This design comes from an exercise in tuning for small area on the open sky130 flow, not from production work. The RTL was checked by simulation tests, not by an equivalence proof against the original design.

File: flow/standard.sh
#!/bin/bash
# synth_recipe.tcl (not shown) runs the flow's synth.tcl, then flattens the netlist and writes it again
# the make line also repeats each setting of config.mk as NAME=value (left out here)
make -C /OpenROAD-flow-scripts/flow DESIGN_CONFIG=/design/flow/config.mk WORK_HOME=/design/flow/orfs CLKGATE_MAP_FILE= SYNTH_SCRIPT=/design/flow/synth_recipe.tcl "${@:-finish}"
File: flow/flow/run.sh
#!/bin/bash
set -euo pipefail
bash standard.sh synth > synth.log 2>&1
bash standard.sh \
  'BUFFER_PORTS_ARGS=-buffer_cell sky130_fd_sc_hd__buf_1' \
  'CTS_ARGS=-sink_clustering_enable -repair_clock_nets -buf_list sky130_fd_sc_hd__clkbuf_8 -dont_use_dummy_load' \
  finish > layout.log 2>&1
File: flow/config.mk
export PLATFORM = sky130hd
export DESIGN_NAME = syntropy_core
export DESIGN_NICKNAME = syntropy_core
export VERILOG_FILES = /design/flow/design.v
export SDC_FILE = /design/flow/constraint.sdc
export NUM_CORES = 4
export LEC_CHECK = 0
export CAP_MARGIN = 20
export CORE_MARGIN = 2
export CORE_UTILIZATION = 40
export CTS_BUF_LIST = sky130_fd_sc_hd__clkbuf_8
export GPL_TIMING_DRIVEN = 0
export SETUP_SLACK_MARGIN = -0.2
export SLEW_MARGIN = 20
export SYNTH_HIERARCHICAL = 1
export TNS_END_PERCENT = 50
File: flow/design.v
`timescale 1ns / 1ps
module fa (
    input wire a,
    input wire b,
    input wire c,
    output wire s,
    output wire co
);
    assign s = a ^ b ^ c;
    assign co = (a & b) | (c & (a ^ b));
endmodule
module ha (
    input wire a,
    input wire b,
    output wire s,
    output wire co
);
    assign s = a ^ b;
    assign co = a & b;
endmodule
module syntropy_core (
    input wire clk,
    input wire rst_n,
    input wire [15:0] voltage_drift,
    input wire [15:0] packet_loss,
    input wire [15:0] temp_variance,
    input wire [15:0] phase_jitter,
    input wire [15:0] threshold,
    input wire enable_learning,
    input wire mesh_broadcast_en,
    output wire stable,
    output reg [15:0] flux_value,
    output reg [15:0] correction_vector,
    output reg [15:0] optimized_params,
    output wire learning_active,
    output wire mesh_broadcast_req,
    input wire [15:0] mesh_flux_in,
    input wire [15:0] mesh_correction_in,
    input wire mesh_valid_in,
    output reg [15:0] mesh_flux_out,
    output reg [15:0] mesh_correction_out,
    output wire mesh_valid_out,
    output wire [7:0] iteration_count,
    output wire [3:0] state,
    output wire error_flag
);
    localparam IDLE = 3'd0, EVAL = 3'd1, LEARN = 3'd2, CORR = 3'd3, BCAST = 3'd4, ERR = 3'd5;
    reg [2:0] cs;         
    reg [2:0] ps;         
    reg [3:0] ic;         
    reg       fin;        
    reg       lflag;      
    reg [15:0] p;         
    reg [15:0] q;         
    reg [15:0] thr;
    reg        len, men;
    assign state = {1'b0, ps};
    assign iteration_count = {4'd0, ic};
    assign stable = (ps == EVAL) && (cs == IDLE);
    assign learning_active = (ps == LEARN) && (cs == LEARN);
    assign mesh_broadcast_req = (ps == BCAST);
    assign mesh_valid_out = (ps == BCAST);
    assign error_flag = (ps == ERR);
    wire in_eval  = (cs == EVAL);
    wire in_learn = (cs == LEARN);
    wire first    = (ps == EVAL);
    wire iter     = in_learn && !fin;
    function automatic [4:0] ceil25(input [6:0] b);
        case (b)
            7'd0: ceil25 = 5'd0;
            7'd1: ceil25 = 5'd1;
            7'd2: ceil25 = 5'd1;
            7'd3: ceil25 = 5'd1;
            7'd4: ceil25 = 5'd1;
            7'd5: ceil25 = 5'd1;
            7'd6: ceil25 = 5'd2;
            7'd7: ceil25 = 5'd2;
            7'd8: ceil25 = 5'd2;
            7'd9: ceil25 = 5'd2;
            7'd10: ceil25 = 5'd2;
            7'd11: ceil25 = 5'd3;
            7'd12: ceil25 = 5'd3;
            7'd13: ceil25 = 5'd3;
            7'd14: ceil25 = 5'd3;
            7'd15: ceil25 = 5'd3;
            7'd16: ceil25 = 5'd4;
            7'd17: ceil25 = 5'd4;
            7'd18: ceil25 = 5'd4;
            7'd19: ceil25 = 5'd4;
            7'd20: ceil25 = 5'd4;
            7'd21: ceil25 = 5'd5;
            7'd22: ceil25 = 5'd5;
            7'd23: ceil25 = 5'd5;
            7'd24: ceil25 = 5'd5;
            7'd25: ceil25 = 5'd5;
            7'd26: ceil25 = 5'd6;
            7'd27: ceil25 = 5'd6;
            7'd28: ceil25 = 5'd6;
            7'd29: ceil25 = 5'd6;
            7'd30: ceil25 = 5'd6;
            7'd31: ceil25 = 5'd7;
            7'd32: ceil25 = 5'd7;
            7'd33: ceil25 = 5'd7;
            7'd34: ceil25 = 5'd7;
            7'd35: ceil25 = 5'd7;
            7'd36: ceil25 = 5'd8;
            7'd37: ceil25 = 5'd8;
            7'd38: ceil25 = 5'd8;
            7'd39: ceil25 = 5'd8;
            7'd40: ceil25 = 5'd8;
            7'd41: ceil25 = 5'd9;
            7'd42: ceil25 = 5'd9;
            7'd43: ceil25 = 5'd9;
            7'd44: ceil25 = 5'd9;
            7'd45: ceil25 = 5'd9;
            7'd46: ceil25 = 5'd9;
            7'd47: ceil25 = 5'd10;
            7'd48: ceil25 = 5'd10;
            7'd49: ceil25 = 5'd10;
            7'd50: ceil25 = 5'd10;
            7'd51: ceil25 = 5'd10;
            7'd52: ceil25 = 5'd11;
            7'd53: ceil25 = 5'd11;
            7'd54: ceil25 = 5'd11;
            7'd55: ceil25 = 5'd11;
            7'd56: ceil25 = 5'd11;
            7'd57: ceil25 = 5'd12;
            7'd58: ceil25 = 5'd12;
            7'd59: ceil25 = 5'd12;
            7'd60: ceil25 = 5'd12;
            7'd61: ceil25 = 5'd12;
            7'd62: ceil25 = 5'd13;
            7'd63: ceil25 = 5'd13;
            7'd64: ceil25 = 5'd13;
            7'd65: ceil25 = 5'd13;
            7'd66: ceil25 = 5'd13;
            7'd67: ceil25 = 5'd14;
            7'd68: ceil25 = 5'd14;
            7'd69: ceil25 = 5'd14;
            7'd70: ceil25 = 5'd14;
            7'd71: ceil25 = 5'd14;
            7'd72: ceil25 = 5'd15;
            7'd73: ceil25 = 5'd15;
            7'd74: ceil25 = 5'd15;
            7'd75: ceil25 = 5'd15;
            7'd76: ceil25 = 5'd15;
            7'd77: ceil25 = 5'd16;
            7'd78: ceil25 = 5'd16;
            7'd79: ceil25 = 5'd16;
            7'd80: ceil25 = 5'd16;
            7'd81: ceil25 = 5'd16;
            7'd82: ceil25 = 5'd17;
            7'd83: ceil25 = 5'd17;
            7'd84: ceil25 = 5'd17;
            7'd85: ceil25 = 5'd17;
            7'd86: ceil25 = 5'd17;
            7'd87: ceil25 = 5'd17;
            7'd88: ceil25 = 5'd18;
            7'd89: ceil25 = 5'd18;
            7'd90: ceil25 = 5'd18;
            7'd91: ceil25 = 5'd18;
            7'd92: ceil25 = 5'd18;
            7'd93: ceil25 = 5'd19;
            7'd94: ceil25 = 5'd19;
            7'd95: ceil25 = 5'd19;
            7'd96: ceil25 = 5'd19;
            7'd97: ceil25 = 5'd19;
            7'd98: ceil25 = 5'd20;
            7'd99: ceil25 = 5'd20;
            7'd100: ceil25 = 5'd20;
            7'd101: ceil25 = 5'd20;
            7'd102: ceil25 = 5'd20;
            7'd103: ceil25 = 5'd21;
            7'd104: ceil25 = 5'd21;
            7'd105: ceil25 = 5'd21;
            7'd106: ceil25 = 5'd21;
            7'd107: ceil25 = 5'd21;
            7'd108: ceil25 = 5'd22;
            7'd109: ceil25 = 5'd22;
            7'd110: ceil25 = 5'd22;
            7'd111: ceil25 = 5'd22;
            7'd112: ceil25 = 5'd22;
            7'd113: ceil25 = 5'd23;
            7'd114: ceil25 = 5'd23;
            7'd115: ceil25 = 5'd23;
            7'd116: ceil25 = 5'd23;
            7'd117: ceil25 = 5'd23;
            7'd118: ceil25 = 5'd24;
            7'd119: ceil25 = 5'd24;
            7'd120: ceil25 = 5'd24;
            7'd121: ceil25 = 5'd24;
            7'd122: ceil25 = 5'd24;
            7'd123: ceil25 = 5'd25;
            7'd124: ceil25 = 5'd25;
            7'd125: ceil25 = 5'd25;
            7'd126: ceil25 = 5'd25;
            7'd127: ceil25 = 5'd25;
            default: ceil25 = 5'd0;
        endcase
    endfunction
    wire sw_w1 = ~voltage_drift[1];
    wire sw_w2 = voltage_drift[1];
    wire sw_w3, sw_w4;
    fa sw_fa4 (.a(voltage_drift[2]), .b(packet_loss[2]), .c(1'b1), .s(sw_w3), .co(sw_w4));
    wire sw_w5, sw_w6;
    fa sw_fa6 (.a(voltage_drift[3]), .b(packet_loss[3]), .c(1'b1), .s(sw_w5), .co(sw_w6));
    wire sw_w7, sw_w8;
    fa sw_fa8 (.a(voltage_drift[4]), .b(packet_loss[4]), .c(1'b1), .s(sw_w7), .co(sw_w8));
    wire sw_w9, sw_w10;
    fa sw_fa10 (.a(voltage_drift[5]), .b(packet_loss[5]), .c(1'b1), .s(sw_w9), .co(sw_w10));
    wire sw_w11, sw_w12;
    fa sw_fa12 (.a(voltage_drift[6]), .b(packet_loss[6]), .c(1'b1), .s(sw_w11), .co(sw_w12));
    wire sw_w13, sw_w14;
    fa sw_fa14 (.a(voltage_drift[7]), .b(packet_loss[7]), .c(1'b1), .s(sw_w13), .co(sw_w14));
    wire sw_w15, sw_w16;
    ha sw_ha16 (.a(voltage_drift[0]), .b(packet_loss[0]), .s(sw_w15), .co(sw_w16));
    wire sw_w17, sw_w18;
    fa sw_fa18 (.a(packet_loss[1]), .b(phase_jitter[1]), .c(temp_variance[9]), .s(sw_w17), .co(sw_w18));
    wire sw_w19, sw_w20;
    fa sw_fa20 (.a(phase_jitter[2]), .b(temp_variance[10]), .c(sw_w3), .s(sw_w19), .co(sw_w20));
    wire sw_w21, sw_w22;
    fa sw_fa22 (.a(phase_jitter[3]), .b(temp_variance[11]), .c(sw_w5), .s(sw_w21), .co(sw_w22));
    wire sw_w23, sw_w24;
    fa sw_fa24 (.a(phase_jitter[4]), .b(temp_variance[12]), .c(sw_w7), .s(sw_w23), .co(sw_w24));
    wire sw_w25, sw_w26;
    fa sw_fa26 (.a(phase_jitter[5]), .b(temp_variance[13]), .c(sw_w9), .s(sw_w25), .co(sw_w26));
    wire sw_w27, sw_w28;
    fa sw_fa28 (.a(phase_jitter[6]), .b(temp_variance[14]), .c(sw_w11), .s(sw_w27), .co(sw_w28));
    wire sw_w29, sw_w30;
    fa sw_fa30 (.a(phase_jitter[7]), .b(temp_variance[15]), .c(sw_w13), .s(sw_w29), .co(sw_w30));
    wire sw_w31, sw_w32;
    fa sw_fa32 (.a(voltage_drift[8]), .b(packet_loss[8]), .c(phase_jitter[8]), .s(sw_w31), .co(sw_w32));
    wire sw_w33, sw_w34;
    fa sw_fa34 (.a(voltage_drift[9]), .b(packet_loss[9]), .c(1'b1), .s(sw_w33), .co(sw_w34));
    wire sw_w35, sw_w36;
    fa sw_fa36 (.a(voltage_drift[10]), .b(packet_loss[10]), .c(1'b1), .s(sw_w35), .co(sw_w36));
    wire sw_w37, sw_w38;
    fa sw_fa38 (.a(voltage_drift[11]), .b(packet_loss[11]), .c(1'b1), .s(sw_w37), .co(sw_w38));
    wire sw_w39, sw_w40;
    fa sw_fa40 (.a(voltage_drift[12]), .b(packet_loss[12]), .c(1'b1), .s(sw_w39), .co(sw_w40));
    wire sw_w41, sw_w42;
    fa sw_fa42 (.a(voltage_drift[13]), .b(packet_loss[13]), .c(1'b1), .s(sw_w41), .co(sw_w42));
    wire sw_w43, sw_w44;
    fa sw_fa44 (.a(voltage_drift[14]), .b(packet_loss[14]), .c(1'b1), .s(sw_w43), .co(sw_w44));
    wire sw_w45, sw_w46;
    fa sw_fa46 (.a(voltage_drift[15]), .b(packet_loss[15]), .c(1'b1), .s(sw_w45), .co(sw_w46));
    wire sw_w47, sw_w48;
    ha sw_ha48 (.a(phase_jitter[0]), .b(temp_variance[8]), .s(sw_w47), .co(sw_w48));
    wire sw_w49, sw_w50;
    fa sw_fa50 (.a(sw_w1), .b(sw_w17), .c(sw_w16), .s(sw_w49), .co(sw_w50));
    wire sw_w51, sw_w52;
    fa sw_fa52 (.a(sw_w2), .b(sw_w19), .c(sw_w18), .s(sw_w51), .co(sw_w52));
    wire sw_w53, sw_w54;
    fa sw_fa54 (.a(sw_w4), .b(sw_w21), .c(sw_w20), .s(sw_w53), .co(sw_w54));
    wire sw_w55, sw_w56;
    fa sw_fa56 (.a(sw_w6), .b(sw_w23), .c(sw_w22), .s(sw_w55), .co(sw_w56));
    wire sw_w57, sw_w58;
    fa sw_fa58 (.a(sw_w8), .b(sw_w25), .c(sw_w24), .s(sw_w57), .co(sw_w58));
    wire sw_w59, sw_w60;
    fa sw_fa60 (.a(sw_w10), .b(sw_w27), .c(sw_w26), .s(sw_w59), .co(sw_w60));
    wire sw_w61, sw_w62;
    fa sw_fa62 (.a(sw_w12), .b(sw_w29), .c(sw_w28), .s(sw_w61), .co(sw_w62));
    wire sw_w63, sw_w64;
    fa sw_fa64 (.a(sw_w14), .b(sw_w31), .c(sw_w30), .s(sw_w63), .co(sw_w64));
    wire sw_w65, sw_w66;
    fa sw_fa66 (.a(phase_jitter[9]), .b(sw_w33), .c(sw_w32), .s(sw_w65), .co(sw_w66));
    wire sw_w67, sw_w68;
    fa sw_fa68 (.a(phase_jitter[10]), .b(sw_w35), .c(sw_w34), .s(sw_w67), .co(sw_w68));
    wire sw_w69, sw_w70;
    fa sw_fa70 (.a(phase_jitter[11]), .b(sw_w37), .c(sw_w36), .s(sw_w69), .co(sw_w70));
    wire sw_w71, sw_w72;
    fa sw_fa72 (.a(phase_jitter[12]), .b(sw_w39), .c(sw_w38), .s(sw_w71), .co(sw_w72));
    wire sw_w73, sw_w74;
    fa sw_fa74 (.a(phase_jitter[13]), .b(sw_w41), .c(sw_w40), .s(sw_w73), .co(sw_w74));
    wire sw_w75, sw_w76;
    fa sw_fa76 (.a(phase_jitter[14]), .b(sw_w43), .c(sw_w42), .s(sw_w75), .co(sw_w76));
    wire sw_w77, sw_w78;
    fa sw_fa78 (.a(phase_jitter[15]), .b(sw_w45), .c(sw_w44), .s(sw_w77), .co(sw_w78));
    wire sw_w79, sw_w80;
    fa sw_fa80 (.a(sw_w15), .b(sw_w47), .c(1'b1), .s(sw_w79), .co(sw_w80));
    wire sw_w81, sw_w82;
    fa sw_fa82 (.a(sw_w49), .b(sw_w48), .c(sw_w80), .s(sw_w81), .co(sw_w82));
    wire sw_w83, sw_w84;
    fa sw_fa84 (.a(sw_w51), .b(sw_w50), .c(sw_w82), .s(sw_w83), .co(sw_w84));
    wire sw_w85, sw_w86;
    fa sw_fa86 (.a(sw_w53), .b(sw_w52), .c(sw_w84), .s(sw_w85), .co(sw_w86));
    wire sw_w87, sw_w88;
    fa sw_fa88 (.a(sw_w55), .b(sw_w54), .c(sw_w86), .s(sw_w87), .co(sw_w88));
    wire sw_w89, sw_w90;
    fa sw_fa90 (.a(sw_w57), .b(sw_w56), .c(sw_w88), .s(sw_w89), .co(sw_w90));
    wire sw_w91, sw_w92;
    fa sw_fa92 (.a(sw_w59), .b(sw_w58), .c(sw_w90), .s(sw_w91), .co(sw_w92));
    wire sw_w93, sw_w94;
    fa sw_fa94 (.a(sw_w61), .b(sw_w60), .c(sw_w92), .s(sw_w93), .co(sw_w94));
    wire sw_w95, sw_w96;
    fa sw_fa96 (.a(sw_w63), .b(sw_w62), .c(sw_w94), .s(sw_w95), .co(sw_w96));
    wire sw_w97, sw_w98;
    fa sw_fa98 (.a(sw_w65), .b(sw_w64), .c(sw_w96), .s(sw_w97), .co(sw_w98));
    wire sw_w99, sw_w100;
    fa sw_fa100 (.a(sw_w67), .b(sw_w66), .c(sw_w98), .s(sw_w99), .co(sw_w100));
    wire sw_w101, sw_w102;
    fa sw_fa102 (.a(sw_w69), .b(sw_w68), .c(sw_w100), .s(sw_w101), .co(sw_w102));
    wire sw_w103, sw_w104;
    fa sw_fa104 (.a(sw_w71), .b(sw_w70), .c(sw_w102), .s(sw_w103), .co(sw_w104));
    wire sw_w105, sw_w106;
    fa sw_fa106 (.a(sw_w73), .b(sw_w72), .c(sw_w104), .s(sw_w105), .co(sw_w106));
    wire sw_w107, sw_w108;
    fa sw_fa108 (.a(sw_w75), .b(sw_w74), .c(sw_w106), .s(sw_w107), .co(sw_w108));
    wire sw_w109, sw_w110;
    fa sw_fa110 (.a(sw_w77), .b(sw_w76), .c(sw_w108), .s(sw_w109), .co(sw_w110));
    wire [15:0] nfc = {sw_w109, sw_w107, sw_w105, sw_w103, sw_w101, sw_w99, sw_w97, sw_w95, sw_w93, sw_w91, sw_w89, sw_w87, sw_w85, sw_w83, sw_w81, sw_w79};
    wire [15:0] flux_calc = ~nfc;
    wire ev_w1, ev_w2;
    fa ev_fa2 (.a(thr[0]), .b(nfc[0]), .c(1'b1), .s(ev_w1), .co(ev_w2));
    wire ev_w3, ev_w4;
    fa ev_fa4 (.a(thr[1]), .b(nfc[1]), .c(ev_w2), .s(ev_w3), .co(ev_w4));
    wire ev_w5, ev_w6;
    fa ev_fa6 (.a(thr[2]), .b(nfc[2]), .c(ev_w4), .s(ev_w5), .co(ev_w6));
    wire ev_w7, ev_w8;
    fa ev_fa8 (.a(thr[3]), .b(nfc[3]), .c(ev_w6), .s(ev_w7), .co(ev_w8));
    wire ev_w9, ev_w10;
    fa ev_fa10 (.a(thr[4]), .b(nfc[4]), .c(ev_w8), .s(ev_w9), .co(ev_w10));
    wire ev_w11, ev_w12;
    fa ev_fa12 (.a(thr[5]), .b(nfc[5]), .c(ev_w10), .s(ev_w11), .co(ev_w12));
    wire ev_w13, ev_w14;
    fa ev_fa14 (.a(thr[6]), .b(nfc[6]), .c(ev_w12), .s(ev_w13), .co(ev_w14));
    wire ev_w15, ev_w16;
    fa ev_fa16 (.a(thr[7]), .b(nfc[7]), .c(ev_w14), .s(ev_w15), .co(ev_w16));
    wire ev_w17, ev_w18;
    fa ev_fa18 (.a(thr[8]), .b(nfc[8]), .c(ev_w16), .s(ev_w17), .co(ev_w18));
    wire ev_w19, ev_w20;
    fa ev_fa20 (.a(thr[9]), .b(nfc[9]), .c(ev_w18), .s(ev_w19), .co(ev_w20));
    wire ev_w21, ev_w22;
    fa ev_fa22 (.a(thr[10]), .b(nfc[10]), .c(ev_w20), .s(ev_w21), .co(ev_w22));
    wire ev_w23, ev_w24;
    fa ev_fa24 (.a(thr[11]), .b(nfc[11]), .c(ev_w22), .s(ev_w23), .co(ev_w24));
    wire ev_w25, ev_w26;
    fa ev_fa26 (.a(thr[12]), .b(nfc[12]), .c(ev_w24), .s(ev_w25), .co(ev_w26));
    wire ev_w27, ev_w28;
    fa ev_fa28 (.a(thr[13]), .b(nfc[13]), .c(ev_w26), .s(ev_w27), .co(ev_w28));
    wire ev_w29, ev_w30;
    fa ev_fa30 (.a(thr[14]), .b(nfc[14]), .c(ev_w28), .s(ev_w29), .co(ev_w30));
    wire ev_w31, ev_w32;
    fa ev_fa32 (.a(thr[15]), .b(nfc[15]), .c(ev_w30), .s(ev_w31), .co(ev_w32));
    wire ev_w33 = ~ev_w32;
    wire ev_w34 = ev_w32;
    wire [16:0] ev = {ev_w33, ev_w31, ev_w29, ev_w27, ev_w25, ev_w23, ev_w21, ev_w19, ev_w17, ev_w15, ev_w13, ev_w11, ev_w9, ev_w7, ev_w5, ev_w3, ev_w1};
    wire stable_c = ev[16] | (ev[15:0] == 16'd0);            
    wire [7:0] qhm1;
    wire [8:0] qhb;
    assign qhb[0] = 1'b1;
    genvar gi;
    generate
        for (gi = 0; gi < 8; gi = gi + 1) begin : qdecr
            assign qhm1[gi] = q[8 + gi] ^ qhb[gi];
            assign qhb[gi + 1] = qhb[gi] & ~q[8 + gi];
        end
    endgenerate
    wire qhz = qhb[8];                                      
    wire [15:0] qx = fin ? q : {7'h7f, ~qhz, qhm1};
    wire nx_w1, nx_w2;
    ha nx_ha2 (.a(p[1]), .b(p[0]), .s(nx_w1), .co(nx_w2));
    wire nx_w3, nx_w4;
    fa nx_fa4 (.a(p[2]), .b(p[1]), .c(qx[2]), .s(nx_w3), .co(nx_w4));
    wire nx_w5, nx_w6;
    fa nx_fa6 (.a(p[3]), .b(p[2]), .c(qx[3]), .s(nx_w5), .co(nx_w6));
    wire nx_w7, nx_w8;
    fa nx_fa8 (.a(p[4]), .b(p[3]), .c(qx[4]), .s(nx_w7), .co(nx_w8));
    wire nx_w9, nx_w10;
    fa nx_fa10 (.a(p[5]), .b(p[4]), .c(qx[5]), .s(nx_w9), .co(nx_w10));
    wire nx_w11, nx_w12;
    fa nx_fa12 (.a(p[6]), .b(p[5]), .c(qx[6]), .s(nx_w11), .co(nx_w12));
    wire nx_w13, nx_w14;
    fa nx_fa14 (.a(p[7]), .b(p[6]), .c(qx[7]), .s(nx_w13), .co(nx_w14));
    wire nx_w15, nx_w16;
    fa nx_fa16 (.a(p[8]), .b(p[7]), .c(qx[8]), .s(nx_w15), .co(nx_w16));
    wire nx_w17, nx_w18;
    fa nx_fa18 (.a(p[9]), .b(p[8]), .c(qx[9]), .s(nx_w17), .co(nx_w18));
    wire nx_w19, nx_w20;
    fa nx_fa20 (.a(p[10]), .b(p[9]), .c(qx[10]), .s(nx_w19), .co(nx_w20));
    wire nx_w21, nx_w22;
    fa nx_fa22 (.a(p[11]), .b(p[10]), .c(qx[11]), .s(nx_w21), .co(nx_w22));
    wire nx_w23, nx_w24;
    fa nx_fa24 (.a(p[12]), .b(p[11]), .c(qx[12]), .s(nx_w23), .co(nx_w24));
    wire nx_w25, nx_w26;
    fa nx_fa26 (.a(p[13]), .b(p[12]), .c(qx[13]), .s(nx_w25), .co(nx_w26));
    wire nx_w27, nx_w28;
    fa nx_fa28 (.a(p[14]), .b(p[13]), .c(qx[14]), .s(nx_w27), .co(nx_w28));
    wire nx_w29, nx_w30;
    fa nx_fa30 (.a(p[15]), .b(p[14]), .c(qx[15]), .s(nx_w29), .co(nx_w30));
    wire nx_w31, nx_w32;
    ha nx_ha32 (.a(p[0]), .b(qx[0]), .s(nx_w31), .co(nx_w32));
    wire nx_w33, nx_w34;
    fa nx_fa34 (.a(qx[1]), .b(nx_w1), .c(nx_w32), .s(nx_w33), .co(nx_w34));
    wire nx_w35, nx_w36;
    fa nx_fa36 (.a(nx_w3), .b(nx_w2), .c(nx_w34), .s(nx_w35), .co(nx_w36));
    wire nx_w37, nx_w38;
    fa nx_fa38 (.a(nx_w5), .b(nx_w4), .c(nx_w36), .s(nx_w37), .co(nx_w38));
    wire nx_w39, nx_w40;
    fa nx_fa40 (.a(nx_w7), .b(nx_w6), .c(nx_w38), .s(nx_w39), .co(nx_w40));
    wire nx_w41, nx_w42;
    fa nx_fa42 (.a(nx_w9), .b(nx_w8), .c(nx_w40), .s(nx_w41), .co(nx_w42));
    wire nx_w43, nx_w44;
    fa nx_fa44 (.a(nx_w11), .b(nx_w10), .c(nx_w42), .s(nx_w43), .co(nx_w44));
    wire nx_w45, nx_w46;
    fa nx_fa46 (.a(nx_w13), .b(nx_w12), .c(nx_w44), .s(nx_w45), .co(nx_w46));
    wire nx_w47, nx_w48;
    fa nx_fa48 (.a(nx_w15), .b(nx_w14), .c(nx_w46), .s(nx_w47), .co(nx_w48));
    wire nx_w49, nx_w50;
    fa nx_fa50 (.a(nx_w17), .b(nx_w16), .c(nx_w48), .s(nx_w49), .co(nx_w50));
    wire nx_w51, nx_w52;
    fa nx_fa52 (.a(nx_w19), .b(nx_w18), .c(nx_w50), .s(nx_w51), .co(nx_w52));
    wire nx_w53, nx_w54;
    fa nx_fa54 (.a(nx_w21), .b(nx_w20), .c(nx_w52), .s(nx_w53), .co(nx_w54));
    wire nx_w55, nx_w56;
    fa nx_fa56 (.a(nx_w23), .b(nx_w22), .c(nx_w54), .s(nx_w55), .co(nx_w56));
    wire nx_w57, nx_w58;
    fa nx_fa58 (.a(nx_w25), .b(nx_w24), .c(nx_w56), .s(nx_w57), .co(nx_w58));
    wire nx_w59, nx_w60;
    fa nx_fa60 (.a(nx_w27), .b(nx_w26), .c(nx_w58), .s(nx_w59), .co(nx_w60));
    wire nx_w61, nx_w62;
    fa nx_fa62 (.a(nx_w29), .b(nx_w28), .c(nx_w60), .s(nx_w61), .co(nx_w62));
    wire [15:0] nx = {nx_w61, nx_w59, nx_w57, nx_w55, nx_w53, nx_w51, nx_w49, nx_w47, nx_w45, nx_w43, nx_w41, nx_w39, nx_w37, nx_w35, nx_w33, nx_w31};
    wire [15:0] nf = lflag ? nx : ~flux_value;               
    wire [15:0] f = ~nf;
    wire er_w1, er_w2;
    fa er_fa2 (.a(thr[0]), .b(nf[0]), .c(1'b1), .s(er_w1), .co(er_w2));
    wire er_w3, er_w4;
    fa er_fa4 (.a(thr[1]), .b(nf[1]), .c(er_w2), .s(er_w3), .co(er_w4));
    wire er_w5, er_w6;
    fa er_fa6 (.a(thr[2]), .b(nf[2]), .c(er_w4), .s(er_w5), .co(er_w6));
    wire er_w7, er_w8;
    fa er_fa8 (.a(thr[3]), .b(nf[3]), .c(er_w6), .s(er_w7), .co(er_w8));
    wire er_w9, er_w10;
    fa er_fa10 (.a(thr[4]), .b(nf[4]), .c(er_w8), .s(er_w9), .co(er_w10));
    wire er_w11, er_w12;
    fa er_fa12 (.a(thr[5]), .b(nf[5]), .c(er_w10), .s(er_w11), .co(er_w12));
    wire er_w13, er_w14;
    fa er_fa14 (.a(thr[6]), .b(nf[6]), .c(er_w12), .s(er_w13), .co(er_w14));
    wire er_w15, er_w16;
    fa er_fa16 (.a(thr[7]), .b(nf[7]), .c(er_w14), .s(er_w15), .co(er_w16));
    wire er_w17, er_w18;
    fa er_fa18 (.a(thr[8]), .b(nf[8]), .c(er_w16), .s(er_w17), .co(er_w18));
    wire er_w19, er_w20;
    fa er_fa20 (.a(thr[9]), .b(nf[9]), .c(er_w18), .s(er_w19), .co(er_w20));
    wire er_w21, er_w22;
    fa er_fa22 (.a(thr[10]), .b(nf[10]), .c(er_w20), .s(er_w21), .co(er_w22));
    wire er_w23, er_w24;
    fa er_fa24 (.a(thr[11]), .b(nf[11]), .c(er_w22), .s(er_w23), .co(er_w24));
    wire er_w25, er_w26;
    fa er_fa26 (.a(thr[12]), .b(nf[12]), .c(er_w24), .s(er_w25), .co(er_w26));
    wire er_w27, er_w28;
    fa er_fa28 (.a(thr[13]), .b(nf[13]), .c(er_w26), .s(er_w27), .co(er_w28));
    wire er_w29, er_w30;
    fa er_fa30 (.a(thr[14]), .b(nf[14]), .c(er_w28), .s(er_w29), .co(er_w30));
    wire er_w31, er_w32;
    fa er_fa32 (.a(thr[15]), .b(nf[15]), .c(er_w30), .s(er_w31), .co(er_w32));
    wire er_w33 = ~er_w32;
    wire er_w34 = er_w32;
    wire [16:0] e = {er_w33, er_w31, er_w29, er_w27, er_w25, er_w23, er_w21, er_w19, er_w17, er_w15, er_w13, er_w11, er_w9, er_w7, er_w5, er_w3, er_w1};
    wire [6:0] b  = e[6:0];
    wire       nz = |b;
    wire [4:0] cb = ceil25(b);
    wire y_w1 = ~e[16];
    wire y_w2 = ~y_w1;
    wire y_w3 = y_w1;
    wire y_w4 = ~e[14];
    wire y_w5 = e[14];
    wire y_w6 = ~e[15];
    wire y_w7 = e[15];
    wire y_w8, y_w9;
    ha y_ha9 (.a(e[11]), .b(e[8]), .s(y_w8), .co(y_w9));
    wire y_w10, y_w11;
    fa y_fa11 (.a(e[12]), .b(e[9]), .c(e[8]), .s(y_w10), .co(y_w11));
    wire y_w12, y_w13;
    fa y_fa13 (.a(e[13]), .b(e[10]), .c(e[9]), .s(y_w12), .co(y_w13));
    wire y_w14, y_w15;
    fa y_fa15 (.a(e[14]), .b(e[11]), .c(e[10]), .s(y_w14), .co(y_w15));
    wire y_w16, y_w17;
    fa y_fa17 (.a(e[15]), .b(e[12]), .c(e[11]), .s(y_w16), .co(y_w17));
    wire y_w18, y_w19;
    fa y_fa19 (.a(e[13]), .b(e[12]), .c(y_w2), .s(y_w18), .co(y_w19));
    wire y_w20, y_w21;
    fa y_fa21 (.a(e[13]), .b(y_w4), .c(y_w3), .s(y_w20), .co(y_w21));
    wire y_w22, y_w23;
    fa y_fa23 (.a(e[14]), .b(y_w6), .c(y_w5), .s(y_w22), .co(y_w23));
    wire y_w24 = ~e[16];
    wire y_w25, y_w26;
    fa y_fa26 (.a(y_w24), .b(e[15]), .c(y_w7), .s(y_w25), .co(y_w26));
    wire y_w27, y_w28;
    ha y_ha28 (.a(e[10]), .b(e[7]), .s(y_w27), .co(y_w28));
    wire y_w29, y_w30;
    fa y_fa30 (.a(e[7]), .b(y_w8), .c(y_w28), .s(y_w29), .co(y_w30));
    wire y_w31, y_w32;
    fa y_fa32 (.a(y_w10), .b(y_w9), .c(y_w30), .s(y_w31), .co(y_w32));
    wire y_w33, y_w34;
    fa y_fa34 (.a(y_w12), .b(y_w11), .c(y_w32), .s(y_w33), .co(y_w34));
    wire y_w35, y_w36;
    fa y_fa36 (.a(y_w14), .b(y_w13), .c(y_w34), .s(y_w35), .co(y_w36));
    wire y_w37, y_w38;
    fa y_fa38 (.a(y_w16), .b(y_w15), .c(y_w36), .s(y_w37), .co(y_w38));
    wire y_w39, y_w40;
    fa y_fa40 (.a(y_w18), .b(y_w17), .c(y_w38), .s(y_w39), .co(y_w40));
    wire y_w41, y_w42;
    fa y_fa42 (.a(y_w20), .b(y_w19), .c(y_w40), .s(y_w41), .co(y_w42));
    wire y_w43, y_w44;
    fa y_fa44 (.a(y_w22), .b(y_w21), .c(y_w42), .s(y_w43), .co(y_w44));
    wire y_w45, y_w46;
    fa y_fa46 (.a(y_w25), .b(y_w23), .c(y_w44), .s(y_w45), .co(y_w46));
    wire y_w47 = ~e[16];
    wire y_w48, y_w49;
    fa y_fa49 (.a(y_w47), .b(y_w26), .c(y_w46), .s(y_w48), .co(y_w49));
    wire y_w50 = ~y_w49;
    wire y_w51 = y_w49;
    wire [14:0] y = {y_w50, y_w48, y_w45, y_w43, y_w41, y_w39, y_w37, y_w35, y_w33, y_w31, y_w29, y_w27, e[9], e[8], e[7]};
    wire pu_w1, pu_w2;
    ha pu_ha2 (.a(p[0]), .b(y[0]), .s(pu_w1), .co(pu_w2));
    wire pu_w3, pu_w4;
    fa pu_fa4 (.a(p[1]), .b(y[1]), .c(cb[1]), .s(pu_w3), .co(pu_w4));
    wire pu_w5, pu_w6;
    fa pu_fa6 (.a(p[2]), .b(y[2]), .c(cb[2]), .s(pu_w5), .co(pu_w6));
    wire pu_w7, pu_w8;
    fa pu_fa8 (.a(p[3]), .b(y[3]), .c(cb[3]), .s(pu_w7), .co(pu_w8));
    wire pu_w9, pu_w10;
    fa pu_fa10 (.a(p[4]), .b(y[4]), .c(cb[4]), .s(pu_w9), .co(pu_w10));
    wire pu_w11, pu_w12;
    ha pu_ha12 (.a(p[5]), .b(y[5]), .s(pu_w11), .co(pu_w12));
    wire pu_w13, pu_w14;
    ha pu_ha14 (.a(p[6]), .b(y[6]), .s(pu_w13), .co(pu_w14));
    wire pu_w15, pu_w16;
    ha pu_ha16 (.a(p[7]), .b(y[7]), .s(pu_w15), .co(pu_w16));
    wire pu_w17, pu_w18;
    ha pu_ha18 (.a(p[8]), .b(y[8]), .s(pu_w17), .co(pu_w18));
    wire pu_w19, pu_w20;
    ha pu_ha20 (.a(p[9]), .b(y[9]), .s(pu_w19), .co(pu_w20));
    wire pu_w21, pu_w22;
    ha pu_ha22 (.a(p[10]), .b(y[10]), .s(pu_w21), .co(pu_w22));
    wire pu_w23, pu_w24;
    ha pu_ha24 (.a(p[11]), .b(y[11]), .s(pu_w23), .co(pu_w24));
    wire pu_w25, pu_w26;
    ha pu_ha26 (.a(p[12]), .b(y[12]), .s(pu_w25), .co(pu_w26));
    wire pu_w27, pu_w28;
    ha pu_ha28 (.a(p[13]), .b(y[13]), .s(pu_w27), .co(pu_w28));
    wire pu_w29 = ~y[14];
    wire pu_w30, pu_w31;
    fa pu_fa31 (.a(p[14]), .b(pu_w29), .c(1'b1), .s(pu_w30), .co(pu_w31));
    wire pu_w32 = ~p[15];
    wire pu_w33 = p[15];
    wire pu_w34, pu_w35;
    ha pu_ha35 (.a(cb[0]), .b(pu_w1), .s(pu_w34), .co(pu_w35));
    wire pu_w36, pu_w37;
    fa pu_fa37 (.a(pu_w3), .b(pu_w2), .c(pu_w35), .s(pu_w36), .co(pu_w37));
    wire pu_w38, pu_w39;
    fa pu_fa39 (.a(pu_w5), .b(pu_w4), .c(pu_w37), .s(pu_w38), .co(pu_w39));
    wire pu_w40, pu_w41;
    fa pu_fa41 (.a(pu_w7), .b(pu_w6), .c(pu_w39), .s(pu_w40), .co(pu_w41));
    wire pu_w42, pu_w43;
    fa pu_fa43 (.a(pu_w9), .b(pu_w8), .c(pu_w41), .s(pu_w42), .co(pu_w43));
    wire pu_w44, pu_w45;
    fa pu_fa45 (.a(pu_w11), .b(pu_w10), .c(pu_w43), .s(pu_w44), .co(pu_w45));
    wire pu_w46, pu_w47;
    fa pu_fa47 (.a(pu_w13), .b(pu_w12), .c(pu_w45), .s(pu_w46), .co(pu_w47));
    wire pu_w48, pu_w49;
    fa pu_fa49 (.a(pu_w15), .b(pu_w14), .c(pu_w47), .s(pu_w48), .co(pu_w49));
    wire pu_w50, pu_w51;
    fa pu_fa51 (.a(pu_w17), .b(pu_w16), .c(pu_w49), .s(pu_w50), .co(pu_w51));
    wire pu_w52, pu_w53;
    fa pu_fa53 (.a(pu_w19), .b(pu_w18), .c(pu_w51), .s(pu_w52), .co(pu_w53));
    wire pu_w54, pu_w55;
    fa pu_fa55 (.a(pu_w21), .b(pu_w20), .c(pu_w53), .s(pu_w54), .co(pu_w55));
    wire pu_w56, pu_w57;
    fa pu_fa57 (.a(pu_w23), .b(pu_w22), .c(pu_w55), .s(pu_w56), .co(pu_w57));
    wire pu_w58, pu_w59;
    fa pu_fa59 (.a(pu_w25), .b(pu_w24), .c(pu_w57), .s(pu_w58), .co(pu_w59));
    wire pu_w60, pu_w61;
    fa pu_fa61 (.a(pu_w27), .b(pu_w26), .c(pu_w59), .s(pu_w60), .co(pu_w61));
    wire pu_w62, pu_w63;
    fa pu_fa63 (.a(pu_w30), .b(pu_w28), .c(pu_w61), .s(pu_w62), .co(pu_w63));
    wire pu_w64, pu_w65;
    fa pu_fa65 (.a(pu_w32), .b(pu_w31), .c(pu_w63), .s(pu_w64), .co(pu_w65));
    wire [15:0] pu = {pu_w64, pu_w62, pu_w60, pu_w58, pu_w56, pu_w54, pu_w52, pu_w50, pu_w48, pu_w46, pu_w44, pu_w42, pu_w40, pu_w38, pu_w36, pu_w34};
    wire ylo_nz = |y[7:0];
    wire ylo_hi = y[7] & y[6] & y[5] & (y[4] | y[3]);        
    wire cadd   = nz ? ylo_hi : ylo_nz;
    wire qn_w1, qn_w2;
    ha qn_ha2 (.a(q[0]), .b(nz), .s(qn_w1), .co(qn_w2));
    wire qn_w3, qn_w4;
    ha qn_ha4 (.a(q[1]), .b(qn_w2), .s(qn_w3), .co(qn_w4));
    wire qn_w5, qn_w6;
    ha qn_ha6 (.a(q[2]), .b(qn_w4), .s(qn_w5), .co(qn_w6));
    wire qn_w7, qn_w8;
    ha qn_ha8 (.a(q[3]), .b(qn_w6), .s(qn_w7), .co(qn_w8));
    wire qn_w9, qn_w10;
    ha qn_ha10 (.a(q[4]), .b(qn_w8), .s(qn_w9), .co(qn_w10));
    wire qn_w11, qn_w12;
    ha qn_ha12 (.a(q[5]), .b(qn_w10), .s(qn_w11), .co(qn_w12));
    wire qn_w13, qn_w14;
    ha qn_ha14 (.a(q[6]), .b(qn_w12), .s(qn_w13), .co(qn_w14));
    wire [7:0] qn = {qn_w14, qn_w13, qn_w11, qn_w9, qn_w7, qn_w5, qn_w3, qn_w1};
    wire ql_w1, ql_w2;
    fa ql_fa2 (.a(qn[0]), .b(y[8]), .c(cadd), .s(ql_w1), .co(ql_w2));
    wire ql_w3, ql_w4;
    fa ql_fa4 (.a(qn[1]), .b(y[9]), .c(ql_w2), .s(ql_w3), .co(ql_w4));
    wire ql_w5, ql_w6;
    fa ql_fa6 (.a(qn[2]), .b(y[10]), .c(ql_w4), .s(ql_w5), .co(ql_w6));
    wire ql_w7, ql_w8;
    fa ql_fa8 (.a(qn[3]), .b(y[11]), .c(ql_w6), .s(ql_w7), .co(ql_w8));
    wire ql_w9, ql_w10;
    fa ql_fa10 (.a(qn[4]), .b(y[12]), .c(ql_w8), .s(ql_w9), .co(ql_w10));
    wire ql_w11, ql_w12;
    fa ql_fa12 (.a(qn[5]), .b(y[13]), .c(ql_w10), .s(ql_w11), .co(ql_w12));
    wire ql_w13, ql_w14;
    fa ql_fa14 (.a(qn[6]), .b(y[14]), .c(ql_w12), .s(ql_w13), .co(ql_w14));
    wire [7:0] ql = {ql_w14, ql_w13, ql_w11, ql_w9, ql_w7, ql_w5, ql_w3, ql_w1};
    wire [8:0] qh = q[15:7];
    reg  [8:0] qh1, qh0;
    integer k;
    always @* begin
        for (k = 0; k < 9; k = k + 1) begin
            qh1[k] = qh[k] ^ (~(qn[7] ^ y[14]) &
                              ((qh & ((9'd1 << k) - 9'd1)) == ((9'd1 << k) - 9'd1)));
            qh0[k] = qh[k] ^ ((qn[7] & ~y[14] &
                               ((qh & ((9'd1 << k) - 9'd1)) == ((9'd1 << k) - 9'd1))) |
                              (~qn[7] & y[14] & ((qh & ((9'd1 << k) - 9'd1)) == 9'd0)));
        end
    end
    wire [8:0] qh_new = ql[7] ? qh1 : qh0;
    wire [15:0] qu = {qh_new, ql[6:0]};
    wire ovf = flux_calc[15] | pu[15] | qu[15];
    always @(posedge clk) begin
        thr <= threshold;
        len <= enable_learning;
        men <= mesh_broadcast_en;
    end
    always @(posedge clk or negedge rst_n) begin
        if (!rst_n) begin
            cs <= IDLE;
            ps <= IDLE;
            ic <= 4'd0;
            fin <= 1'b0;
            lflag <= 1'b0;
            p <= 16'd0;
            q <= 16'd0;
            flux_value <= 16'd0;
            correction_vector <= 16'd0;
            optimized_params <= 16'd0;
            mesh_flux_out <= 16'd0;
            mesh_correction_out <= 16'd0;
        end else begin
            ps <= cs;
            case (cs)
                IDLE: cs <= ovf ? ERR : EVAL;
                EVAL: cs <= stable_c ? IDLE : (len ? LEARN : CORR);
                LEARN: if (fin) cs <= CORR;
                CORR: cs <= BCAST;
                BCAST: cs <= IDLE;
                ERR: cs <= ERR;
                default: cs <= IDLE;
            endcase
            fin <= iter && !first && ic[3] && ic[0];
            if (in_eval) begin
                flux_value <= flux_calc;
                lflag <= 1'b0;
                correction_vector <= ev[16] ? 16'd0 : ev[15:0];
            end
            if (iter) begin
                p <= pu;
                q <= qu;
                lflag <= 1'b1;
                ic <= first ? 4'd1 : ic + 4'd1;
            end
            if (fin) optimized_params <= nx;
            if (cs == CORR && men && mesh_valid_in) correction_vector <= mesh_correction_in;
            if (cs == BCAST) begin
                mesh_flux_out <= f;
                mesh_correction_out <= correction_vector;
            end
        end
    end
endmodule
File: flow/constraint.sdc
create_clock -name core_clock -period 13.0 [get_ports {clk}]
set_input_delay 2.6000 -clock core_clock [delete_from_list [all_inputs] [get_ports {clk}]]
set_output_delay 2.6000 -clock core_clock [all_outputs]
set_load 0.01 [all_outputs]
==> results of run 1 <==
timing repair:
action,in CTS,in global routing
cloned,0,0
setup endpoints to repair,12,6
setup buffers,4,7
pin swaps,4,15
gates resized for setup,27,15
Yosys stat by module, one instance, submodules excluded:
module / cell area, um^2 / times used / cells inside
syntropy_core: 6290 / 1 / 631
ha: 12.5 / 24 / 1
fa: 20.0 / 158 / 1
critical path: cells and delay by family (launching register included):
family                   cells  cell delay (ns)
flip-flops                   1             0.38
adder cells (fa/ha/maj)     29            11.41
AND/OR/NAND/NOR              2             0.24
multiplexers                 1             0.21
AO/OA/AOI/OAI                3             0.38
buffers and inverters        1             0.06
metrics by stage:
| stage | setup TNS [ns] | area, um^2 | hold slack (ns) |
|---|---|---|---|
| after floorplan | 0 | 9830 | 0.355 |
| after global placement | -6.27 | 10900 | 0.360 |
| after detailed placement | -7.77 | 11000 | 0.363 |
| after CTS | -0.185 | 11300 | 0.379 |
| after global routing | -0.330 | 11400 | 0.386 |
| final | 0 | 11400 | 0.377 |
placed cells by master, fill, tap and decap left out, drive strengths merged, types with 6 or more instances in the layout:
master / count
inv: 42
nor4: 7
o21ai: 28
mux2: 33
mux2i: 6
clkbuf: 34
ha: 34
a222oi: 16
nor3: 9
buf: 224
xnor2: 10
a21oi: 66
nor2: 63
nand2: 94
or3: 7
dfxtp: 18
conb: 22
fa: 158
dfrtp: 124
nor2b: 6
cells by family (layout without fill, tap and decap cells):
family / after synthesis / after routing / synth area share
AND/OR/NAND/NOR: 211 / 211 / 0.0991
other: 2 / 22 / 0.000770
XOR/XNOR: 10 / 10 / 0.00898
flip-flops: 142 / 142 / 0.355
multiplexers: 39 / 39 / 0.0443
AO/OA/AOI/OAI: 130 / 130 / 0.0825
adder cells (fa/ha/maj): 193 / 193 / 0.369
buffers and inverters: 86 / 300 / 0.0402
cell type report:
type	count	area, um^2
multi-input combinational	605	6080
sequential	142	3460
clock buffer	17	234
buffer	42	234
tap	324	405
timing repair buffer	199	855
inverter	42	158
fill	2272	12700
registers in the layout, summed over array words and instances (netlist names), 16 cells and up:
register,flops
mesh_flux_out,16
p,16
q,16
correction_vector,16
mesh_correction_out,16
optimized_params,16
thr,16
flux_value,16
metal layers:
layer / up-vias / global-route usage
li1: 3158 / -
met1: 3526 / 0.271
met2: 212 / 0.313
met3: 37 / 0.0351
met4: 0 / 0.0618
met5: - / 0
path summary, 6_finish.rpt:
path                                         from                                to  slack (ns)  cells past startpoint
min in group asynchronous                   rst_n                 q[12]$_DFFE_PN0P_        2.10                      1
worst max register to register   q[8]$_DFFE_PN0P_                 cs[2]$_DFFE_PN0N_        0.17                     36
max in group asynchronous                   rst_n  correction_vector[5]$_DFFE_PN0P_       10.14                      3
worst min register to register  cs[2]$_DFFE_PN0N_                   ps[2]$_DFF_PN0_        0.38                      0
worst min-delay path            cs[2]$_DFFE_PN0N_                   ps[2]$_DFF_PN0_        0.38                      0
worst max-delay path             q[8]$_DFFE_PN0P_                 cs[2]$_DFFE_PN0N_        0.17                     36
==> metrics.yaml, run 1 <==
yosys:
  synth_seq_cells: 142
  synth_area_leaders: "fa_1 32%, dfrtp_1 32%, ha_1 4.4%"
  ys.flop_type: "dfrtp_1"
  synth.largest_area_cell: "fa_1"
  synth_cell_types: 57
  syn_inst: 813
  synth_top_area_frac: 0.324
  synth_commonest_cells: "158 x fa_1, 124 x dfrtp_1, 94 x nand2_1, 64 x a21oi_1, 62 x nor2_1"
  syn_area_um2: 9750
  async_flop_share: 0.873
  synth_area_per_cell_um2: 12.0
  yosysWarningCount: 7
  yosysMostFrequentCell: "fa_1"
  ys_seq_area_frac: 0.355
  synth_edf_count: 0
routing:
  met2WireLength_um: 11400
  ant_nets: 0
  met3_length_um: 1270
  vias_per_cell: 5.06
  wl_per_cell_um: 17.5
  wl_um: 24000
  drt-met1-wl_um: 10800
  via_count: 6933
  drtIter0Drc: 506
  route.detailed.drc: 0
  first_pass_iters: 6
  top_layer_used: "met4"
floorplanning:
  rows: 57
  fp.coreArea_um2: 24100
  fp.dieW_um: 160
  ios: 214
  die_h_um: 160
  die_area_um2: 25600
  start_util: 0.404
critical_path:
  crit_path_end_kind: "register"
  cp.required_ns: 13.33
  crit_path_top_delay_cell: "fa_2"
  slowest_delay_ns: 0.58
  crit_top_cell: "fa_1"
  worst_setup_path_start_kind: "register"
  arrival_ns: 13.16
  crit_fanout: 3
  path_class: "reg2reg"
global_route:
  grt_antenna_before_repair: 0
  grt_pass1_wl_um: 38300
  grt_remaining_overflow: 0
  grt_pass1_vias: 7029
  grt_max_degree: 32
  grt_use_total: 0.195
place:
  placed_cells: 1345
  io_buffers: 184
  place_congestion: 0.864
  dp_slack_ns: -1.12
  dpl.hpwl_um: 19900
timing:
  fin_skew_ns: 0.0388
  postLayoutSetupSlackWorst_ns: 0.170
  fin_crit_ns: 12.83
  finalHoldViolations: 0
  tightest_slew_ns: 0.680
  slew_viol_final: 0
  setup_viol: 0
  fin_crit_sh: 0.987
  timing.fmax_mhz: 77.9
  slew_headroom: 0.547
final_layout:
  drive_gt1_frac: 0.129
  utilization: 0.474
  diodes: 0
  instances_no_fill: 1371
  syn2layout_area_growth_pct: 17.2
  fin_nets: 1358
clock_network:
  cts_tree: "yes"
  numClockSinks: 142
  htreeDepth: 4
  cts_max_path_buffers: 2
  clock_latency_ns: 0.46
  cts-root-buf: "clkbuf_8"
  cts_buffers: 17
  clk_pin_slew_worst_paths_ns: 0.08
  hold_buffers: 0
status:
  status: "timing/DRC/antenna clean"
hold_path:
  hp-class: "reg2reg"
run:
  maxCapViolCount: 0
==> inputs of run 2 (changes only) <==
--- a/flow/config.mk
+++ b/flow/config.mk
@@ -11,2 +11,3 @@
 export CTS_BUF_LIST = sky130_fd_sc_hd__clkbuf_8
+export GPL_ROUTABILITY_DRIVEN = 0
 export GPL_TIMING_DRIVEN = 0
@@ -15,2 +16 @@
 export SYNTH_HIERARCHICAL = 1
-export TNS_END_PERCENT = 50
==> run 2 against run 1 <==
- worst setup slack improved by 0.038 ns
- die area unchanged
- critical path depth stayed put
- sequential share of layout area down 0.22 points
- clock skew down 0.011 ns
- critical path type unchanged
- critical endpoint unchanged
==> metrics.yaml, run 2 <==
final_layout:
  drive_gt1_frac: 0.138  # +0.00889
  layout_common_cells: "184 x buf_1, 130 x fa_1, 123 x dfrtp_1"
  design_area_um2: 11500  # +0.74%
  diodes: 0  # unchanged
  fillers: 2295  # +1.0%
  multi_input_area_um2: 6110  # +0.51%
  register_area_um2: 3460  # unchanged
  layout_commonest_cell: "buf_1"
  fin_nets: 1363  # +0.37%
  syn2layout_area_growth_pct: 18.1
yosys:
  synth.largest_area_cell: "fa_1"
  synth_commonest_cells: "158 x fa_1, 124 x dfrtp_1, 94 x nand2_1, 64 x a21oi_1, 62 x nor2_1"
  synth_seq_cells: 142  # unchanged
  yosysWarningCount: 7  # unchanged
  yosysMostFrequentCell: "fa_1"
  synth_top_area_frac: 0.324  # unchanged
  ys.flop_type: "dfrtp_1"
  syn_area_um2: 9750  # unchanged
  synth_area_per_cell_um2: 12.0  # unchanged
  synth_cell_types: 57  # unchanged
  synth_area_leaders: "fa_1 32%, dfrtp_1 32%, ha_1 4.4%"
  synth_edf_count: 0  # unchanged
  async_flop_share: 0.873  # unchanged
  ys_seq_area_frac: 0.355  # unchanged
  syn_inst: 813  # unchanged
timing:
  postLayoutSetupSlackWorst_ns: 0.208  # +0.0378 ns
  fin_crit_ns: 12.79  # -0.0378 ns
  setup_viol: 0  # unchanged
  slew_headroom: 0.578  # +0.0316
  fin_crit_sh: 0.984  # -0.00291
  fin_setup_tns_ns: 0  # unchanged
  fin_skew_ns: 0.0277  # -0.0112 ns
  finalHoldViolations: 0  # unchanged
  timing.fmax_mhz: 78.2  # +0.30%
  hold_ws_ns: 0.383  # +0.00545 ns
  tightest_slew_ns: 0.632  # -0.0481 ns
  slew_viol_final: 0  # unchanged
critical_path:
  crit_fanout: 3  # unchanged
  crit_path_top_delay_cell: "fa_1"
  path_class: "reg2reg"
  worst_setup_path_start_kind: "register"
  critPathBufInv: 1  # unchanged
  path_delay_family: "adder cells"
  cp.required_ns: 13.33  # about the same
  crit_path_end_kind: "register"
  arrival_ns: 13.12  # -0.04 ns
  slowest_delay_ns: 0.61  # +0.03 ns
  crit_top_cell: "fa_1"
place:
  io_buffers: 184  # unchanged
  dpl.hpwl_um: 19700  # -1.3%
  dp_slack_ns: -1.10  # +0.0223 ns
  place_area_um2: 11000  # +0.25%
hold_path:
  hp-class: "reg2reg"
routing:
  route.detailed.drc: 0  # unchanged
  drtIter0Drc: 517  # +2.2%
  wl_per_cell_um: 17.4  # -0.35%
  vias_per_cell: 5.05  # -0.13%
  ant_nets: 0  # unchanged
  wl_um: 24000  # about the same
  via_count: 6949  # +0.23%
  first_pass_iters: 6  # unchanged
clock_network:
  cts_tree: "yes"
  hold_buffers: 0  # unchanged
  cts-root-buf: "clkbuf_8"
  cts_max_path_buffers: 2  # unchanged
  htreeDepth: 4  # unchanged
  numClockSinks: 142  # unchanged
  clk_pin_slew_worst_paths_ns: 0.07  # about the same
  clock_latency_ns: 0.46  # about the same
  cts_buffers: 17  # unchanged
run:
  maxCapViolCount: 0  # unchanged
global_route:
  grt_pass1_wl_um: 38500  # +0.49%
  grt_pass1_vias: 6988  # -0.58%
  grt_antenna_before_repair: 0  # unchanged
  grt_use_total: 0.196  # +0.00119
  grt_max_degree: 32  # unchanged
  grt_remaining_overflow: 0  # unchanged
status:
  status: "timing/DRC/antenna clean"
floorplanning:
  fp.dieW_um: 160  # unchanged
  start_util: 0.404  # unchanged
  die_h_um: 160  # unchanged
  fp.coreArea_um2: 24100  # unchanged
  ios: 214  # unchanged
  die_area_um2: 25600  # unchanged
  rows: 57  # unchanged
[run 2: worst register-to-register path, delay by kind of cell (launching register included)]
family / cells / cell delay (ns)
mux: 1 / 0.21
fa+ha+maj: 29 / 11.37
flops: 1 / 0.38
compound gates: 3 / 0.42
simple gates: 2 / 0.25
buf+inv: 1 / 0.06
[run 2: per-module statistics from Yosys, one instance, submodules excluded]
module	cell area (um^2)	cells	flops+latches	times used
syntropy_core	6290	631	142	1
fa	20.0	1	0	158
ha	12.5	1	0	24
[run 2: logic make-up after synthesis]
kind of cell | count (synthesis) | share of synthesized area
muxes | 39 | 0.0443
AOI/OAI and AO/OA | 130 | 0.0825
buffers and inverters | 86 | 0.0402
and+or+nand+nor | 211 | 0.0991
other | 2 | 0.000770
DFF | 142 | 0.355
xor gates and xnor gates | 10 | 0.00898
adders and majority gates | 193 | 0.369
[run 2: final timing paths]
| check | startpoint | to | slack, ns | cells past startpoint |
|---|---|---|---|---|
| worst max-delay path | q[8]$_DFFE_PN0P_ | cs[2]$_DFFE_PN0N_ | 0.21 | 36 |
| worst min-delay path | cs[1]$_DFFE_PN0N_ | ps[1]$_DFF_PN0_ | 0.38 | 0 |
| worst max register to register | q[8]$_DFFE_PN0P_ | cs[2]$_DFFE_PN0N_ | 0.21 | 36 |
| worst min register to register | cs[1]$_DFFE_PN0N_ | ps[1]$_DFF_PN0_ | 0.38 | 0 |
| max in group asynchronous | rst_n | optimized_params[1]$_DFFE_PN0P_ | 10.26 | 4 |
| min in group asynchronous | rst_n | mesh_flux_out[15]$_DFFE_PN0N_ | 2.09 | 2 |
[run 2: layout make-up]
cell class | instances | share of cell area
Multi-Input combinational cell | 605 | 0.531
Tap cell | 324 | 0.0352
Timing Repair Buffer | 204 | 0.0792
Buffer | 42 | 0.0200
Inverter | 42 | 0.0137
Sequential cell | 142 | 0.301
Clock buffer | 17 | 0.0203
[run 2: what timing repair did]
| item | 4_1_cts | 5_1_grt |
|---|---|---|
| setup endpoints to repair | 12 | 7 |
| gates resized for setup | 28 | 18 |
| pin swaps | 4 | 16 |
| endpoints found under the hold margin | 0 | 0 |
| buffers inserted | 2 | 13 |
[run 2: layer usage]
metal / vias up / track usage / wire (um)
met3: 31 / 0.0351 / 1360
met1: 3536 / 0.280 / 10600
li1: 3165 / - / -
met4: 0 / 0.0586 / 509
met5: - / 0 / 0
met2: 217 / 0.308 / 11500
[run 2: metrics by stage]
step | instances | util
final | 1376 | 0.478
after global routing | 1376 | 0.478
after CTS | 1363 | 0.471
after detailed placement | 1346 | 0.458
after global placement | 1341 | 0.453
after floorplan | 833 | -
==> inputs of run 3 (changes only) <==
--- a/flow/config.mk
+++ b/flow/config.mk
@@ -9,5 +9,4 @@
 export CORE_MARGIN = 2
-export CORE_UTILIZATION = 40
+export CORE_UTILIZATION = 35
 export CTS_BUF_LIST = sky130_fd_sc_hd__clkbuf_8
-export GPL_ROUTABILITY_DRIVEN = 0
 export GPL_TIMING_DRIVEN = 0
==> run 3 against run 2 <==
- via count fell by 0.37%
- worst hold slack worse by 0.0034 ns
- sequential cell count is the same
- cell area is 0.81% higher
- critical path depth stayed put
- routed wire length is 2.7% higher
- worst setup slack worse by 0.027 ns
- global-route usage down 2.2 points
- clock-buffer cell count unchanged
- largest cell class unchanged
==> metrics.yaml, run 3 <==
critical_path:
  path_class: "reg2reg"
  crit_top_cell: "fa_1"
  reg2reg_slack_ns: 0.18  # -0.03 ns
  cp.required_ns: 13.31  # -0.02 ns
  rr_endpoint: "cs[2]$_DFFE_PN0N_"
  arrival_ns: 13.13  # about the same
  rr_startpoint: "q[8]$_DFFE_PN0P_"
  crit_path_end_kind: "register"
  crit_path_top_delay_cell: "fa_2"
  slowest_delay_ns: 0.61  # about the same
  crit_fanout: 3  # unchanged
  reg2reg_depth: 36  # unchanged
  worst_setup_path_start_kind: "register"
place:
  place_area_um2: 11100  # +0.43%
  io_buffers: 184  # unchanged
  dpl.hpwl_um: 20300  # +3.1%
  placed_cells: 1399  # +3.9%
  place_congestion: 0.841
routing:
  wl_um: 24600  # +2.7%
  first_pass_iters: 6  # unchanged
  drtIter0Drc: 391  # -24%
  via_count: 6923  # -0.37%
  vias_per_cell: 4.83  # -4.3%
  ant_nets: 0  # unchanged
  route.detailed.drc: 0  # unchanged
  wl_per_cell_um: 17.2  # -1.4%
timing:
  slew_headroom: 0.570  # -0.00845
  slew_viol_final: 0  # unchanged
  finalHoldViolations: 0  # unchanged
  fin_crit_ns: 12.82  # +0.0272 ns
  fin_crit_sh: 0.986  # +0.00209
  fin_setup_tns_ns: 0  # unchanged
  timing.fmax_mhz: 78.0  # -0.21%
  tightest_slew_ns: 0.644  # +0.0120 ns
  fin_skew_ns: 0.0465  # +0.0189 ns
  setup_viol: 0  # unchanged
floorplanning:
  start_util: 0.353  # -0.0516
  die_area_um2: 29200  # +14%
  die_h_um: 171  # +6.7%
  rows: 61  # +7.0%
  fp.coreArea_um2: 27600  # +15%
  ios: 214  # unchanged
  fp.dieW_um: 171  # +6.7%
yosys:
  synth_cell_types: 57  # unchanged
  synth_edf_count: 0  # unchanged
  async_flop_share: 0.873  # unchanged
  syn_area_um2: 9750  # unchanged
  ys_seq_area_frac: 0.355  # unchanged
  synth_seq_cells: 142  # unchanged
  synth_area_leaders: "fa_1 32%, dfrtp_1 32%, ha_1 4.4%"
  syn_inst: 813  # unchanged
  yosysWarningCount: 7  # unchanged
  synth_commonest_cells: "158 x fa_1, 124 x dfrtp_1, 94 x nand2_1, 64 x a21oi_1, 62 x nor2_1"
  synth_area_per_cell_um2: 12.0  # unchanged
  synth.largest_area_cell: "fa_1"
  synth_top_area_frac: 0.324  # unchanged
  ys.flop_type: "dfrtp_1"
  yosysMostFrequentCell: "fa_1"
global_route:
  grt_pass1_vias: 6975  # -0.19%
  grt_antenna_before_repair: 0  # unchanged
  grt_remaining_overflow: 0  # unchanged
  grt_use_total: 0.174  # -0.0217
  grt_max_degree: 31  # -3.1%
  grt_pass1_wl_um: 38600  # +0.39%
final_layout:
  multi_input_area_um2: 6120  # +0.20%
  layout_common_cells: "184 x buf_1, 125 x fa_1, 122 x dfrtp_1"
  diodes: 0  # unchanged
  drive_gt1_frac: 0.146  # +0.00814
  register_area_um2: 3470  # about the same
  syn2layout_area_growth_pct: 19.0
  fin_nets: 1366  # +0.22%
  fillers: 2712  # +18%
  instances_no_fill: 1433  # +4.1%
  layout_commonest_cell: "buf_1"
  design_area_um2: 11600  # +0.81%
clock_network:
  clock_latency_ns: 0.45  # about the same
  numClockSinks: 142  # unchanged
  cts_buffers: 17  # unchanged
  cts_max_path_buffers: 2  # unchanged
  cts_tree: "yes"
  cts-root-buf: "clkbuf_8"
  htreeDepth: 4  # unchanged
  hold_buffers: 0  # unchanged
  clk_pin_slew_worst_paths_ns: 0.08  # about the same
hold_path:
  hp-class: "reg2reg"
  hold_start: "cs[2]$_DFFE_PN0N_"
  min_path_cells: 0  # unchanged
  worstHoldEndpoint: "ps[2]$_DFF_PN0_"
status:
  status: "timing/DRC/antenna clean"
run:
  maxCapViolCount: 0  # unchanged
[run 3: cell counts after synthesis]
No cell type changed its count.
[run 3: layout make-up]
type,instances,area share
Timing Repair Buffer,207,0.0795
Multi-Input combinational cell,605,0.527
Tap cell,378,0.0408
Inverter,42,0.0136
Clock buffer,17,0.0202
Sequential cell,142,0.299
Buffer,42,0.0201
[run 3: logic make-up (layout without fill, tap and decap cells)]
group	Yosys count	after routing	share of synthesized area
buffers and inverters	86	308	0.0402
xor gates and xnor gates	10	10	0.00898
and+or+nand+nor	211	211	0.0991
DFF	142	142	0.355
other	2	22	0.000770
AOI/OAI and AO/OA	130	130	0.0825
adders and majority gates	193	193	0.369
muxes	39	39	0.0443
[run 3: layer usage]
metal  up-vias  wire (um)  share of wire  GRT usage
met4         0        221         0.0090     0.0416
met2       199      12200           0.50      0.279
met5         -          0              0          0
met1      3536      11000           0.45      0.246
li1       3176          -              -          -
met3        12       1220          0.050     0.0322
[run 3: Yosys stat by module (local to each module, per instance)]
module	cells inside	flip-flops and latches	copies in the design
ha	1	0	24
syntropy_core	631	142	1
fa	1	0	158
[run 3: how the worst max path moves through the flow]
stage | startpoint | endpoint | cells after the start
after floorplan | fin$_DFF_PN0_ | cs[2]$_DFFE_PN0N_ | 35
after global placement | fin$_DFF_PN0_ | cs[2]$_DFFE_PN0N_ | 36
after detailed placement | fin$_DFF_PN0_ | cs[2]$_DFFE_PN0N_ | 36
after CTS | q[8]$_DFFE_PN0P_ | cs[2]$_DFFE_PN0N_ | 36
after global routing | q[8]$_DFFE_PN0P_ | cs[2]$_DFFE_PN0N_ | 36
final | q[8]$_DFFE_PN0P_ | cs[2]$_DFFE_PN0N_ | 36
[run 3: critical path: cells and delay by family, from the launching register on]
family | cells | cell delay, ns
adders and majority gates | 29 | 11.42
AOI/OAI and AO/OA | 3 | 0.41
DFF | 1 | 0.37
and+or+nand+nor | 2 | 0.23
muxes | 1 | 0.21
buffers and inverters | 1 | 0.06
[run 3: what timing repair did]
| item | 4_1_cts | 5_1_grt |
|---|---|---|
| cloned | 0 | 0 |
| pin swaps | 11 | 19 |
| buffers inserted | 10 | 9 |
| hold endpoints to repair | 0 | 0 |
| setup endpoints to repair | 12 | 10 |
| gates resized for setup | 28 | 24 |
[run 3: stage by stage]
stage	setup WS, ns	utilization	hold slack, ns
finish	0.180	0.420	0.379
global route	-0.236	0.420	0.391
CTS	-0.195	0.415	0.383
detailed placement	-1.10	0.401	0.364
global placement	-0.959	0.398	0.362
floorplan	0.0452	-	0.355

==> static timing again, ports no longer ideal <==
The flow's constraints put no driver on any port. The routed layouts listed below were extracted and timed again, unchanged, in two steps. Step 1 (the two cells are an assumption about what drives the block):
set clk [get_ports {clk}]
set_driving_cell -lib_cell sky130_fd_sc_hd__clkbuf_16 $clk
set_driving_cell -lib_cell sky130_fd_sc_hd__buf_2 [delete_from_list [all_inputs] $clk]
Step 2 also shifts input and output timing later by t, the mid clock arrival at the registers, as if the neighbouring blocks saw the same clock. Slacks: ideal / step 1 / step 2; pairs: ideal / step 1.
run | t, ns | setup WS [ns] | worst data-port slew with drivers (ns)
run 1 | 0.479 | 0.170 / 0.170 / 0.170 | 0.06
run 2 | 0.486 | 0.208 / 0.208 / 0.208 | 0.06
run 3 | 0.469 | 0.180 / 0.180 / 0.180 | 0.06
After both steps every run listed still meets setup and hold.
